What follows belongs to an exercise in optimizing a design on an open flow for small area; a production flow would make more cautious choices.
Function was checked by simulation only, so behaviour that the tests miss may differ from the original.
Power is estimated from default activity; no workload was simulated.

File: flow/config.mk
export PLATFORM = sky130hd
export DESIGN_NAME = Top
export DESIGN_NICKNAME = Top
export VERILOG_FILES = /design/flow/design.v
export SDC_FILE = /design/flow/constraint.sdc
export NUM_CORES = 4
export LEC_CHECK = 0
export ABC_AREA = 1
export CAP_MARGIN = 20
export CORE_MARGIN = 2
export CORE_UTILIZATION = 40
export PLACE_DENSITY = 0.6
export SLEW_MARGIN = 20
File: flow/design.v
`timescale 1ns / 1ps
module Top(CLK, RST, BUTTON_U, BUTTON_L, BUTTON_R, BUTTON_D, RESET_10, RESET_205, an, sseg, dp, LED);
input CLK, RST, BUTTON_U, BUTTON_L, BUTTON_R, BUTTON_D, RESET_10, RESET_205;
output [3:0] an;
output [6:0] sseg;
output dp;
output reg LED;
reg [4:0] u;    
reg [4:0] v;    
wire v5   = (v == 5'd0) | (v == 5'd5) | (v == 5'd10) | (v == 5'd15) | (v == 5'd20);
wire samp = u[0] & v5;
wire tick = (u[2:0] == 3'd1) & (v == 5'd1);
wire madv = (u[1:0] == 2'd2) & (v == 5'd0);
reg [3:0] f1, f2, tq;
wire [3:0] p = f2 & ~tq;    
reg [3:0] d0, d1, d2, d3;
reg [1:0] m;
function [4:0] bcdadd;   
    input [3:0] a;
    input [3:0] b;
    input c;
    reg [4:0] s;
    begin
        s = a + b + c;
        bcdadd = (s > 9) ? {1'b1, s[3:0] + 4'd6} : s;
    end
endfunction
reg [3:0] a1, a2;
always @(*) begin
    a1 = 0; a2 = 0;
    if (p[3])      begin a1 = 1; a2 = 0; end
    else if (p[2]) begin a1 = 8; a2 = 1; end
    else if (p[1]) begin a1 = 0; a2 = 2; end
    else if (p[0]) begin a1 = 5; a2 = 5; end
end
wire [4:0] s1 = bcdadd(d1, a1, 1'b0);
wire [4:0] s2 = bcdadd(d2, a2, s1[4]);
wire [4:0] s3 = bcdadd(d3, 4'd0, s2[4]);
wire sat = s3[4];
wire zero = ({d3, d2, d1, d0} == 16'd0);
wire b0 = (d0 == 0);
wire b1 = b0 & (d1 == 0);
wire b2 = b1 & (d2 == 0);
wire [3:0] m0 = b0 ? 4'd9 : d0 - 4'd1;
wire [3:0] m1 = b0 ? (d1 == 0 ? 4'd9 : d1 - 4'd1) : d1;
wire [3:0] m2 = b1 ? (d2 == 0 ? 4'd9 : d2 - 4'd1) : d2;
wire [3:0] m3 = b2 ? d3 - 4'd1 : d3;
always @(posedge CLK) begin
    if (RST) begin
        u <= 5'd4; v <= 0; f1 <= 0; f2 <= 0; tq <= 0;
        d0 <= 0; d1 <= 0; d2 <= 0; d3 <= 0; LED <= 0; m <= 0;
    end else begin
        u <= u + 1'b1;
        v <= (v == 5'd24) ? 5'd0 : v + 1'b1;
        if (samp) begin f1 <= {BUTTON_U, BUTTON_L, BUTTON_R, BUTTON_D}; f2 <= f1; end
        tq <= f2;
        if (madv) m <= m + 1'b1;
        if (RESET_10 | RESET_205) LED <= 1;
        if (tick) begin
            if (!zero && !RESET_10 && !RESET_205) {d3, d2, d1, d0} <= {m3, m2, m1, m0};
        end else if (RESET_10) {d3, d2, d1, d0} <= 16'h0010;
        else if (RESET_205) {d3, d2, d1, d0} <= 16'h0205;
        else if (sat) {d3, d2, d1, d0} <= 16'h9999;
        else if (|p) {d3, d2, d1} <= {s3[3:0], s2[3:0], s1[3:0]};
    end
end
wire lt200 = (d3 == 0) & (d2 < 2);
wire blank = zero ? m[0] : (lt200 & m[1]);
wire [1:0] k = u[4:3];
reg [3:0] dig;
always @(*) begin
    case (k)
        2'd0: dig = d0;
        2'd1: dig = d1;
        2'd2: dig = d2;
        default: dig = d3;
    endcase
end
reg [6:0] seg;
always @(*) begin
    case (dig)
        4'd0: seg = 7'b0000001;
        4'd1: seg = 7'b1001111;
        4'd2: seg = 7'b0010010;
        4'd3: seg = 7'b0000110;
        4'd4: seg = 7'b1001100;
        4'd5: seg = 7'b0100100;
        4'd6: seg = 7'b0100000;
        4'd7: seg = 7'b0001111;
        4'd8: seg = 7'b0000000;
        default: seg = 7'b0000100;
    endcase
end
assign sseg = blank ? 7'b1111111 : seg;
assign an = ~(4'b0001 << k);
assign dp = 1'b1;
endmodule
File: flow/constraint.sdc
create_clock -name core_clock -period 15.0 [get_ports {CLK}]
set_input_delay 3.0000 -clock core_clock [delete_from_list [all_inputs] [get_ports {CLK}]]
set_output_delay 3.0000 -clock core_clock [all_outputs]
set_load 0.01 [all_outputs]
File: flow/run.sh
#!/bin/bash
# synth_recipe.tcl (not shown) runs the flow's synth.tcl, then flattens the netlist and writes it again
# the make line also repeats each setting of config.mk as NAME=value (left out here)
make -C /OpenROAD-flow-scripts/flow DESIGN_CONFIG=/design/flow/config.mk WORK_HOME=/design/flow/orfs CLKGATE_MAP_FILE= SYNTH_SCRIPT=/design/flow/synth_recipe.tcl finish
==> results.toml <==
[finish]
area_growth_pct = 11.7
nNetsFinal = 500
layout_commonest_cell = "nand2_1"
n_fill_cell = 770
antenna_cells = 0
fin_util_pct = 46.2
stdcell_count = 564
design_area_sq_mm = 0.00335
layout-drive-gt1-share_pct = 8.17
layout_common_cells = "nand2_1, inv_1, nor2_1, o21ai_0, dfxtp_1"

[worst_setup_path]
path_class = "reg2out"
endpoint_kind = "output pin"
crit_fanout = 9
r2r_setup_slack_ns = 9.62
rr_worst_depth = 36
start_kind = "register"
r2r_end = "d2[3]"
required_ns = 12.00
r2r_start = "f2[1]"
worstPathArrival_ns = 2.77

[logic_synthesis]
ys_seq_elements = 41
synth-edff-count = 0
syn_area_sq_mm = 0.00300
syn-num-nets = 485
synth-compound-area-share_pct = 18.3
synthMuxAreaShare_pct = 0
yosysUniqueCellTypes = 42
yosysSeqAreaShare_pct = 27.3
synth_top_family_by_area = "simple AND/OR/NAND/NOR gates"
yosys-top-cells-area = "dfxtp_1, ha_1, nand2_1, inv_1, o21ai_0"
synthAdderAreaFrac_pct = 12.2
synth.top_cell.area_share_pct = 27.3
async_reset_ff_share_pct = 0
yosys_warnings = 1
netlist.top_cell.by_area = "dfxtp_1"
synthFlopType = "dfxtp_1"
synth_xor_area_share_pct = 2.38
synthSimpleGateAreaFrac_pct = 28.2
syn_inst = 449
avgSynthCellArea_sq_um = 6.69

[floorplanning]
pin_count = 21
dieWidth_um = 90.6
die_area_sq_mm = 0.00821
start_util_pct = 41.4
core_area_sq_mm = 0.00725
num_rows = 31
die_height_um = 90.6

[clock_network]
cts_setup_buffers = 0
numCtsBuffers = 5
postCtsHoldBufs = 0
clk_latency_ns = 0.31
cts_resized = 0
clkSinkCount = 41
cts_tree = "yes"
root_buffer = "clkbuf_8"
cts_max_path_buffers = 2
cts-htree-levels = 2
clkTransAtPathRegs_ns = 0.09

[detailed_routing]
routed_wl_um = 7190
dr.pass1.iters = 6
ant_nets = 0
drt_iter0_drc = 118
vias = 2805
viasPerCell = 4.97
drc = 0
avgRoutedWirePerCell_um = 12.7

[placed_design]
port_buffers = 19
dp_slack_ns = 9.62
placed_area_sq_mm = 0.00326
place_congestion = 0.897
dp_cells = 556
hpwl_um = 5730

[global_route]
grt_pass1_wl_um = 12200
grt_max_degree = 30
grt_use_total_pct = 18.3
grt_pass1_vias = 2518
overflow = 0
antenna_found_initial = 0

[sta]
finalMaxSlewViolations = 0
clock.fmax_mhz = 173
tns_ns = 0
fin_ws_ns = 9.23
setup_viol = 0
hold_viol = 0
min_period_ns = 5.77
fin_skew_ns = 0.0103
fin_crit_sh_pct = 38.5
whs_ns = 0.446
worstMarginPinSlew_ns = 0.876
maxSlewHeadroom_pct = 40.8
rsz0062_at_grt = "false"

[power_and_ir_drop]
power.share.sequential_pct = 42.2
irDropWorstVdd_mv = 0.0501
finalPower_mw = 0.302
powerDensity_mw_per_mm2 = 90.0
power_frac_comb_pct = 32.2
p_int_mw = 0.189
pwr-share-clk_pct = 25.6
swShare_pct = 37.4
p_sw_mw = 0.113
p_leak_nw = 1.54

[hold_path]
min_to = "tq[3]"
hp-class = "reg2reg"
whs_path_depth = 2
min_from = "f2[3]"

[run]
max_cap_violations = 0

[run_status]
status = "finished clean"
## cell type report
class	instances	area, sq um	area share (%)
well taps	99	124	3.70
flip-flops and latches	41	821	24.5
repair buffers	19	190	5.67
inverters	77	289	8.62
clock inverters	3	25.0	0.747
clock buffers	5	68.8	2.05
multi-input cells	320	1830	54.7
## worst max-delay path, cell delays in order, from the launching register on
cell and delay [ns]:
dfxtp_1 0.47, nand2_1 0.18, o21ai_0 0.50, inv_1 0.17, ha_1 0.33, nand2_1 0.09
inv_1 0.04, o21ai_0 0.15, clkdlybuf4s50_1 0.55
## registers in the layout, indices dropped and copies added (netlist names)
register  cells
u             5
d2            4
v             5
tq            4
m             2
f1            4
d3            4
LED           1
d1            4
d0            4
f2            4
## per-layer routing
metal,up-vias,global-route usage (%),part of all wire (%)
met4,0,4.36,1.7
met2,69,29.2,46
met1,1244,24.6,47
met3,12,4.67,5.8
li1,1480,-,-
met5,-,0,0
## worst max-delay path by stage
stage | startpoint | end | slack [ns] | cells past startpoint
CTS | u[3] | sseg[3] | 9.27 | 8
finish | u[3] | sseg[3] | 9.23 | 8
floorplan | f2[0] | d1[2] | 10.14 | 35
global route | tq[0] | d3[0] | 8.99 | 35
global placement | u[3] | sseg[0] | 9.69 | 8
detailed placement | u[3] | sseg[3] | 9.62 | 8
## cell families after synthesis
logic type | count (synthesis)
AND/OR/NAND/NOR | 186
AO/OA/AOI/OAI | 99
buffers and inverters | 88
flip-flops | 41
adder cells (fa/ha/maj) | 28
XOR/XNOR | 6
other | 1
## Yosys cell counts, drive strengths merged (3+ instances only)
master   n
or2      3
clkbuf   7
dfxtp   41
o21ai   48
o221ai   4
buf      4
xnor2    3
inv     77
a21oi   35
nor4     3
a31oi    3
xor2     3
nor2    54
nand2   85
nand3   35
ha      26
## power by group through the flow
stage / logic, mW / registers (mW) / clock network, mW
floorplan: 0.0743 / 0.125 / 0
global placement: 0.0959 / 0.129 / 0
detailed placement: 0.0964 / 0.130 / 0
CTS: 0.0970 / 0.127 / 0.0806
global route: 0.111 / 0.129 / 0.0851
finish: 0.0971 / 0.127 / 0.0773

port drivers added, routing unchanged:
Ports are ideal in the flow. The routed layout listed here was re-timed in OpenROAD. Step 1 assumes that a clkbuf_16 drives the clock port and a buf_2 every other input. Step 2 times the ports against the registers' clock, not the clock port: input delays grow and output delays shrink by t, the midpoint of the rising clock arrivals with the driver on. Three values: no drivers, after step 1, after step 2; two values: the first two.
shift t [ns]: 0.333
slack for setup (ns): 9.229 / 9.200 / 9.533
worst hold slack (ns): 0.446 / 0.446 / 0.446
worst setup path at the end: register to output
After both steps setup and hold are still met in this run. The setup slack of this run moves by -0.029 ns with the drivers and by +0.304 ns with both steps.
